What follows belongs to an exercise in optimizing a design on an open flow for small area, a short achievable clock period and few clock cycles per item; a production flow would make more cautious choices. Where RTL was checked, it was by simulation tests only, not by an equivalence proof against the original. Power figures rest on the tool's default switching activity, not on a simulated workload.

## wip/fjord
Design mpadd32_shift, start of the top module:
module mpadd32_shift (CLK, RST_N, s_out, a_in, b_in, write, start, ready);
	input CLK, RST_N;
	input [255:0] a_in, b_in;
	input write, start;
	output [256:0] s_out;
	output ready;
	localparam K  = 8;
	localparam LK = 3;   
	localparam NB = 256 / K;
	localparam L  = 5;   
	localparam LW = 1;   
	reg [255:0]  q;
	reg [NB-1:0] g;      
	reg [NB-1:0] p;      
	reg          cout;
	reg          ready;
	assign s_out = {cout, q};
	genvar j, i, l;
	wire [255:0]  wx;    
	wire [255:0]  wc;    
	wire [NB-1:0] bg;
	wire [NB-1:0] bp;
	generate
		for (j = 0; j < NB; j = j + 1) begin : add
			wire [K-1:0] x = a_in[j*K +: K] ^ b_in[j*K +: K];
			wire [K-1:0] y = a_in[j*K +: K] & b_in[j*K +: K];
			wire [K-1:0] G [0:LK];
			wire [K-1:0] P [0:LK];
			assign G[0] = y;
			assign P[0] = x;
			for (l = 0; l < LK; l = l + 1) begin : lvl
				for (i = 0; i < K; i = i + 1) begin : node
					if (i >= (1 << l)) begin : comb
						assign G[l+1][i] = G[l][i] | P[l][i] & G[l][i - (1 << l)];
						assign P[l+1][i] = P[l][i] & P[l][i - (1 << l)];
					end else begin : pass
						assign G[l+1][i] = G[l][i];
						assign P[l+1][i] = P[l][i];
					end
				end
			end
			assign wx[j*K +: K] = x;
			assign wc[j*K +: K] = {G[LK][K-2:0], 1'b0};
			assign bg[j] = G[LK][K-1];
			assign bp[j] = P[LK][K-1];
		end
	endgenerate
	wire [NB-1:0] pg [0:L];
	wire [NB-1:0] pp [0:L];
	assign pg[0] = bg;
	assign pp[0] = bp;
	generate
		for (l = 0; l < L; l = l + 1) begin : lvl
			wire [NB-1:0] gi, pi;
			if (l == LW) begin : inr
				assign gi = g;
				assign pi = p;
			end else begin : inw
				assign gi = pg[l];
				assign pi = pp[l];
			end
			for (i = 0; i < NB; i = i + 1) begin : node
				if (i >= (1 << l)) begin : comb
					assign pg[l+1][i] = gi[i] | (pi[i] & gi[i - (1 << l)]);
					assign pp[l+1][i] = pi[i] & pi[i - (1 << l)];
				end else begin : pass
					assign pg[l+1][i] = gi[i];
					assign pp[l+1][i] = pi[i];
				end
			end
		end
	endgenerate
	wire [NB:0] c = {pg[L], 1'b0};
	wire [255:0] t;
	generate
		for (j = 0; j < NB; j = j + 1) begin : inc
			for (i = 0; i < K; i = i + 1) begin : bit_
				if (j == 0) begin : first
  ...
==> module mpadd32_shift, before the edit <==
module mpadd32_shift (CLK, RST_N, s_out, a_in, b_in, write, start, ready);
	input CLK, RST_N;
	input [255:0] a_in, b_in;
	input write, start;
	output [256:0] s_out;
	output ready;
	localparam K  = 8;
	localparam LK = 3;   
	localparam NB = 256 / K;
	localparam L  = 5;   
	localparam LW = 1;   
	reg [255:0]  q;
	reg [NB-1:0] g;      
	reg [NB-1:0] p;      
	reg          cout;
	reg          ready;
	assign s_out = {cout, q};
	genvar j, i, l;
	wire [255:0]  wx;    
	wire [255:0]  wc;    
	wire [NB-1:0] bg;
	wire [NB-1:0] bp;
	generate
		for (j = 0; j < NB; j = j + 1) begin : add
			wire [K-1:0] x = a_in[j*K +: K] ^ b_in[j*K +: K];
			wire [K-1:0] y = a_in[j*K +: K] & b_in[j*K +: K];
			wire [K-1:0] G [0:LK];
			wire [K-1:0] P [0:LK];
			assign G[0] = y;
			assign P[0] = x;
			for (l = 0; l < LK; l = l + 1) begin : lvl
				for (i = 0; i < K; i = i + 1) begin : node
					if (i >= (1 << l)) begin : comb
						assign G[l+1][i] = G[l][i] | P[l][i] & G[l][i - (1 << l)];
						assign P[l+1][i] = P[l][i] & P[l][i - (1 << l)];
					end else begin : pass
						assign G[l+1][i] = G[l][i];
						assign P[l+1][i] = P[l][i];
					end
				end
			end
			assign wx[j*K +: K] = x;
			assign wc[j*K +: K] = {G[LK][K-2:0], 1'b0};
			assign bg[j] = G[LK][K-1];
			assign bp[j] = P[LK][K-1];
		end
	endgenerate
	wire [NB-1:0] pg [0:L];
	wire [NB-1:0] pp [0:L];
	assign pg[0] = bg;
	assign pp[0] = bp;
	generate
		for (l = 0; l < L; l = l + 1) begin : lvl
			wire [NB-1:0] gi, pi;
			if (l == LW) begin : inr
				assign gi = g;
				assign pi = p;
			end else begin : inw
				assign gi = pg[l];
				assign pi = pp[l];
			end
			for (i = 0; i < NB; i = i + 1) begin : node
				if (i >= (1 << l)) begin : comb
					assign pg[l+1][i] = gi[i] | (pi[i] & gi[i - (1 << l)]);
					assign pp[l+1][i] = pi[i] & pi[i - (1 << l)];
				end else begin : pass
					assign pg[l+1][i] = gi[i];
					assign pp[l+1][i] = pi[i];
				end
			end
		end
	endgenerate
	wire [NB:0] c = {pg[L], 1'b0};
	wire [255:0] t;
	generate
		for (j = 0; j < NB; j = j + 1) begin : inc
			for (i = 0; i < K; i = i + 1) begin : bit_
				if (j == 0) begin : first
					assign t[i] = 1'b0;
				end else if (i == 0) begin : lsb
					assign t[j*K] = c[j];
				end else begin : up
					assign t[j*K+i] = c[j] & (&q[j*K +: i]);
				end
			end
		end
	endgenerate
	always @(posedge CLK) begin
		q    <= (write ? wx : q) ^ (write ? wc : t);
		g    <= write ? pg[LW] : {NB{1'b0}};
		p    <= pp[LW];
		cout <= write ? 1'b0 : cout | c[NB];
		if (~RST_N)
			ready <= 1'b0;
		else
			ready <= start;
	end
endmodule
Settings: LEC_CHECK=0, CAP_MARGIN=20, CORE_MARGIN=2, CORE_UTILIZATION=40, CTS_CLUSTER_DIAMETER=100, CTS_CLUSTER_SIZE=20, SETUP_SLACK_MARGIN=2.7, SLEW_MARGIN=20; clock period 5.0 ns.
standard.sh (not shown) runs the stock make flow with config.mk's settings and CLKGATE_MAP_FILE= SYNTH_SCRIPT=/design/flow/synth_recipe.tcl, a recipe that flattens the netlist after the stock synthesis.
==> flow/flow/run.sh <==
#!/bin/bash
# The standard layout, with the port buffers made from buf_1 cells
# instead of the default delay buffers.
set -euo pipefail
export BUFFER_PORTS_ARGS="-buffer_cell sky130_fd_sc_hd__buf_1"
bash standard.sh > standard.log 2>&1
wip/fjord finished all stages; the layout is clean.
#### Input delta (wip/quartz over wip/fjord)
--- a/flow/design.v
+++ b/flow/design.v
@@ -18,6 +18,5 @@
 	assign s_out = {cout, q};
 	genvar j, i, l;
-	wire [255:0]  wx;    
-	wire [255:0]  wc;    
+	wire [255:0]  ws;
 	wire [NB-1:0] bg;
 	wire [NB-1:0] bp;
@@ -41,6 +40,5 @@
 				end
 			end
-			assign wx[j*K +: K] = x;
-			assign wc[j*K +: K] = {G[LK][K-2:0], 1'b0};
+			assign ws[j*K +: K] = x ^ {G[LK][K-2:0], 1'b0};
 			assign bg[j] = G[LK][K-1];
 			assign bp[j] = P[LK][K-1];
@@ -62,7 +60,10 @@
 			end
 			for (i = 0; i < NB; i = i + 1) begin : node
-				if (i >= (1 << l)) begin : comb
+				if (l < LW && i >= (1 << l)) begin : ks
 					assign pg[l+1][i] = gi[i] | (pi[i] & gi[i - (1 << l)]);
 					assign pp[l+1][i] = pi[i] & pi[i - (1 << l)];
+				end else if (l >= LW && ((i >> l) & 1)) begin : sk
+					assign pg[l+1][i] = gi[i] | (pi[i] & gi[((i >> l) << l) - 1]);
+					assign pp[l+1][i] = pi[i] & pi[((i >> l) << l) - 1];
 				end else begin : pass
 					assign pg[l+1][i] = gi[i];
@@ -88,5 +89,5 @@
 	endgenerate
 	always @(posedge CLK) begin
-		q    <= (write ? wx : q) ^ (write ? wc : t);
+		q    <= write ? ws : q ^ t;
 		g    <= write ? pg[LW] : {NB{1'b0}};
 		p    <= pp[LW];
- Result: PASS for each of wip/quartz and wip/fjord
- Highest fanout seen on the critical path in wip/quartz vs wip/fjord: up 1
- Going from wip/fjord to wip/quartz, final design area excluding fillers grew by a few percent.
- Wire length of the first global-routing pass: lower on wip/quartz
- Summary: with wip/fjord as the reference, number of unique standard cell types used by synthesis in wip/quartz moved down by a few percent.
- Sort wip/quartz and wip/fjord by part of the cycle the worst path needs, descending, and wip/fjord comes first.
- wip/quartz reports its origin of the worst setup path as g[1] while wip/fjord reports p[9].
- Compared with wip/fjord, in wip/quartz sequential share of layout area lost 0.44 points; number of enable-type register cells in the synthesized netlist shows an increase of 7.
No run of this note included a check of the RTL's function; only the layout flow was run.

* * *

Setup of red:
The RTL this note starts from:
==> flow/design.v <==
`timescale 1ns/10ps
module mpadd32_shift (CLK, RST_N, s_out, a_in, b_in, write, start, ready);
	input CLK, RST_N;
	input [255:0] a_in, b_in;
	input write, start;
	output [256:0] s_out;
	output ready;
	localparam K  = 8;
	localparam LK = 3;   
	localparam NB = 256 / K;
	localparam L  = 5;   
	localparam LW = 2;   
	reg [255:0]  q;
	reg [NB-1:0] g;      
	reg [NB-1:0] p;      
	reg          cout;
	reg          ready;
	assign s_out = {cout, q};
	genvar j, i, l;
	wire [255:0]  ws;
	wire [NB-1:0] bg;
	wire [NB-1:0] bp;
	generate
		for (j = 0; j < NB; j = j + 1) begin : add
			wire [K-1:0] x = a_in[j*K +: K] ^ b_in[j*K +: K];
			wire [K-1:0] y = a_in[j*K +: K] & b_in[j*K +: K];
			wire [K-1:0] G [0:LK];
			wire [K-1:0] P [0:LK];
			assign G[0] = y;
			assign P[0] = x;
			for (l = 0; l < LK; l = l + 1) begin : lvl
				for (i = 0; i < K; i = i + 1) begin : node
					if ((i >> l) & 1) begin : comb
						assign G[l+1][i] = G[l][i] | P[l][i] & G[l][((i >> l) << l) - 1];
						assign P[l+1][i] = P[l][i] & P[l][((i >> l) << l) - 1];
					end else begin : pass
						assign G[l+1][i] = G[l][i];
						assign P[l+1][i] = P[l][i];
					end
				end
			end
			assign ws[j*K +: K] = x ^ {G[LK][K-2:0], 1'b0};
			assign bg[j] = G[LK][K-1];
			assign bp[j] = P[LK][K-1];
		end
	endgenerate
	wire [NB-1:0] pg [0:L];
	wire [NB-1:0] pp [0:L];
	assign pg[0] = bg;
	assign pp[0] = bp;
	generate
		for (l = 0; l < L; l = l + 1) begin : lvl
			wire [NB-1:0] gi, pi;
			if (l == LW) begin : inr
				assign gi = g;
				assign pi = p;
			end else begin : inw
				assign gi = pg[l];
				assign pi = pp[l];
			end
			for (i = 0; i < NB; i = i + 1) begin : node
				if (i >= (1 << l)) begin : comb
					assign pg[l+1][i] = gi[i] | (pi[i] & gi[i - (1 << l)]);
					assign pp[l+1][i] = pi[i] & pi[i - (1 << l)];
				end else begin : pass
					assign pg[l+1][i] = gi[i];
					assign pp[l+1][i] = pi[i];
				end
			end
		end
	endgenerate
	wire [NB:0] c = {pg[L], 1'b0};
	wire [255:0] t;
	generate
		for (j = 0; j < NB; j = j + 1) begin : inc
			for (i = 0; i < K; i = i + 1) begin : bit_
				if (j == 0) begin : first
					assign t[i] = 1'b0;
				end else if (i == 0) begin : lsb
					assign t[j*K] = c[j];
				end else begin : up
					assign t[j*K+i] = c[j] & (&q[j*K +: i]);
				end
			end
		end
	endgenerate
	always @(posedge CLK) begin
		q    <= write ? ws : q ^ t;
		g    <= write ? pg[LW] : {NB{1'b0}};
		p    <= pp[LW];
		cout <= write ? 1'b0 : cout | c[NB];
		if (~RST_N)
			ready <= 1'b0;
		else
			ready <= start;
	end
endmodule
==> flow/config.mk <==
export PLATFORM = sky130hd
export DESIGN_NAME = mpadd32_shift
export DESIGN_NICKNAME = mpadd32_shift
export VERILOG_FILES = /design/flow/design.v
export SDC_FILE = /design/flow/constraint.sdc
export NUM_CORES = 4
export LEC_CHECK = 0
export CAP_MARGIN = 20
export CORE_MARGIN = 2
export CORE_UTILIZATION = 40
export CTS_CLUSTER_DIAMETER = 100
export CTS_CLUSTER_SIZE = 20
export SETUP_SLACK_MARGIN = 2.6
export SLEW_MARGIN = 20
==> flow/constraint.sdc <==
create_clock -name core_clock -period 5.0 [get_ports {CLK}]
set_input_delay 1.0000 -clock core_clock [delete_from_list [all_inputs] [get_ports {CLK}]]
set_output_delay 1.0000 -clock core_clock [all_outputs]
set_load 0.01 [all_outputs]
Scripts as last shown in full above: flow/flow/run.sh
Testbench counts of red, summed over its fixed seeds: cycles 1,032, items 512.
Changes in blue relative to red:
--- a/flow/design.v
+++ b/flow/design.v
@@ -29,11 +29,11 @@
 			assign G[0] = y;
 			assign P[0] = x;
 			for (l = 0; l < LK; l = l + 1) begin : lvl
 				for (i = 0; i < K; i = i + 1) begin : node
-					if ((i >> l) & 1) begin : comb
-						assign G[l+1][i] = G[l][i] | P[l][i] & G[l][((i >> l) << l) - 1];
-						assign P[l+1][i] = P[l][i] & P[l][((i >> l) << l) - 1];
+					if (i >= (1 << l)) begin : comb
+						assign G[l+1][i] = G[l][i] | P[l][i] & G[l][i - (1 << l)];
+						assign P[l+1][i] = P[l][i] & P[l][i - (1 << l)];
 					end else begin : pass
 						assign G[l+1][i] = G[l][i];
 						assign P[l+1][i] = P[l][i];
 					end
--- outcome ---
Re sequential cell area in the final layout: no difference whatsoever between blue and red. Clock-buffer cell count, blue and red: higher on red. Taking red as the reference, in blue share of power burned in the clock network went down 0.4 points; shortest clock period the worst path allows after layout went down 0.35 ns; compound-gate portion of the synthesized area went up 2.9 points; largest fanout on the critical path went up 4. Sort blue and red by clock skew, ascending, and red comes first. Required time of the critical path down 1.44 ns in blue wrt red. blue vs. red: total power went up by 0.33%. As far as sequential cell count goes, blue and red are indistinguishable; the numbers are identical. Routed wire in blue totals less than in red. On blue: met1 track demand over resource in global routing is 1.5 points lower than what red gave. | final instance count without filler cells | blue vs red | 4.0% higher |.
Testbench counts of blue, summed over its fixed seeds: cycles 1,032, items 512.

* * *

== willow ==
Another version of the RTL of mpadd32_shift (not shown whole).
For scale: roughly 2700 cells after synthesis, ~320 flip-flops, ~770 I/O pins.
==> module mpadd32_shift, before the edit <==
module mpadd32_shift (CLK, RST_N, s_out, a_in, b_in, write, start, ready);
	input CLK, RST_N;
	input [255:0] a_in, b_in;
	input write, start;
	output [256:0] s_out;
	output ready;
	localparam K  = 8;
	localparam LK = 3;   
	localparam NB = 256 / K;
	localparam L  = 5;   
	localparam LW = 1;   
	reg [255:0]  q;
	reg [NB-1:0] g;      
	reg [NB-1:0] p;      
	reg          cout;
	reg          ready;
	assign s_out = {cout, q};
	genvar j, i, l;
	wire [255:0]  ws;
	wire [NB-1:0] bg;
	wire [NB-1:0] bp;
	generate
		for (j = 0; j < NB; j = j + 1) begin : add
			wire [K-1:0] x = a_in[j*K +: K] ^ b_in[j*K +: K];
			wire [K-1:0] y = a_in[j*K +: K] & b_in[j*K +: K];
			wire [K-1:0] G [0:LK];
			wire [K-1:0] P [0:LK];
			assign G[0] = y;
			assign P[0] = x;
			for (l = 0; l < LK; l = l + 1) begin : lvl
				for (i = 0; i < K; i = i + 1) begin : node
					if (i >= (1 << l)) begin : comb
						assign G[l+1][i] = G[l][i] | P[l][i] & G[l][i - (1 << l)];
						assign P[l+1][i] = P[l][i] & P[l][i - (1 << l)];
					end else begin : pass
						assign G[l+1][i] = G[l][i];
						assign P[l+1][i] = P[l][i];
					end
				end
			end
			assign ws[j*K +: K] = x ^ {G[LK][K-2:0], 1'b0};
			assign bg[j] = G[LK][K-1];
			assign bp[j] = P[LK][K-1];
		end
	endgenerate
	wire [NB-1:0] pg [0:L];
	wire [NB-1:0] pp [0:L];
	assign pg[0] = bg;
	assign pp[0] = bp;
	generate
		for (l = 0; l < L; l = l + 1) begin : lvl
			wire [NB-1:0] gi, pi;
			if (l == LW) begin : inr
				assign gi = g;
				assign pi = p;
			end else begin : inw
				assign gi = pg[l];
				assign pi = pp[l];
			end
			for (i = 0; i < NB; i = i + 1) begin : node
				if (i >= (1 << l)) begin : comb
					assign pg[l+1][i] = gi[i] | (pi[i] & gi[i - (1 << l)]);
					assign pp[l+1][i] = pi[i] & pi[i - (1 << l)];
				end else begin : pass
					assign pg[l+1][i] = gi[i];
					assign pp[l+1][i] = pi[i];
				end
			end
		end
	endgenerate
	wire [NB:0] c = {pg[L], 1'b0};
	wire [255:0] t;
	generate
		for (j = 0; j < NB; j = j + 1) begin : inc
			for (i = 0; i < K; i = i + 1) begin : bit_
				if (j == 0) begin : first
					assign t[i] = 1'b0;
				end else if (i == 0) begin : lsb
					assign t[j*K] = c[j];
				end else begin : up
					assign t[j*K+i] = c[j] & (&q[j*K +: i]);
				end
			end
		end
	endgenerate
	always @(posedge CLK) begin
		q    <= write ? ws : q ^ t;
		g    <= write ? pg[LW] : {NB{1'b0}};
		p    <= pp[LW];
		cout <= write ? 1'b0 : cout | c[NB];
		if (~RST_N)
			ready <= 1'b0;
		else
			ready <= start;
	end
endmodule
clock: 5.0 ns
lec_check: 0
cap_margin: 20
core_margin: 2
core_utilization: 40
cts_cluster_diameter: 100
cts_cluster_size: 20
setup_slack_margin: 2.7
slew_margin: 20
Scripts as last shown in full above: flow/flow/run.sh
Testbench counts of willow, summed over its fixed seeds: cycles 1,032, items 512.
Inputs modified between willow and onyx:
--- a/flow/design.v
+++ b/flow/design.v
@@ -30,9 +30,9 @@
 			assign P[0] = x;
 			for (l = 0; l < LK; l = l + 1) begin : lvl
 				for (i = 0; i < K; i = i + 1) begin : node
-					if (i >= (1 << l)) begin : comb
-						assign G[l+1][i] = G[l][i] | P[l][i] & G[l][i - (1 << l)];
-						assign P[l+1][i] = P[l][i] & P[l][i - (1 << l)];
+					if ((i >> l) & 1) begin : comb
+						assign G[l+1][i] = G[l][i] | P[l][i] & G[l][((i >> l) << l) - 1];
+						assign P[l+1][i] = P[l][i] & P[l][((i >> l) << l) - 1];
 					end else begin : pass
 						assign G[l+1][i] = G[l][i];
 						assign P[l+1][i] = P[l][i];
==> results.txt <==
- [compare] base=willow new=onyx: met2 usage rose 2.4 points, maximum frequency from static timing analysis fell about 7%, worst hold slack about even, max-slew violation count about even, instance count of the mapped netlist fell 222.
- onyx vs willow, number of nets at the end of the flow went down by about 2.6%.
- Looking at final area across both flows, onyx is the weaker of the two, with willow ahead.
- Status: combinational power parity (onyx, willow)
- Taking willow as the reference, in onyx clock share of power went up by 0.2 points, post-route worst setup slack shrank by 0.18 ns.
- Between onyx and willow, the difference in total power density per cell area is negligible.
- When onyx is measured against willow, its critical path data arrival time turns out 0.14 ns higher.
- Looking at cell with the largest stage delay on the worst path, the sky130_fd_sc_hd__fa_2 result is from onyx; the sky130_fd_sc_hd__dfxtp_4 one comes from willow.
- From willow to onyx the numbers moved as follows: area growth from synthesis to layout rose 3.3 points, relative contribution of combinational cells to total power went down by 0.4 points.
For onyx, only the layout was checked, not whether the RTL still works.

## re-timing with driven ports
The flow's constraints put no driver on any port. The routed layouts listed below were extracted and timed again, unchanged, in two steps. Step 1 sets driving cells, clkbuf_16 on the clock port and buf_2 on the other inputs (assumed; they add their load-dependent delay and slew). Step 2 also shifts input and output timing later by t, the mid clock arrival at the registers, as if the neighbouring blocks saw the same clock. Three values: no drivers, after step 1, after step 2; two values: the first two.
run | shift t [ns] | setup WS [ns] | worst setup path after step 2 | worst register clock-pin slew, ns | worst slew at a driven data input, ns
wip/fjord | 0.597 | 2.530 / 2.530 / 2.085 | input to register | 0.10 / 0.10 | 0.12
wip/quartz | 0.585 | 2.608 / 2.608 / 2.167 | input to register | 0.09 / 0.09 | 0.13
red | 0.615 | 2.295 / 2.318 / 1.703 | input to register | 0.10 / 0.10 | 0.12
blue | 0.613 | 2.648 / 2.587 / 2.066 | input to register | 0.09 / 0.09 | 0.12
willow | 0.604 | 2.736 / 2.690 / 2.176 | input to register | 0.09 / 0.09 | 0.22
onyx | 0.595 | 2.558 / 2.574 / 1.980 | input to register | 0.09 / 0.09 | 0.12
After both steps every run listed still meets setup and hold. For red, which loses most, drivers alone change the setup slack by +0.023 ns; drivers and shift together by -0.592 ns.
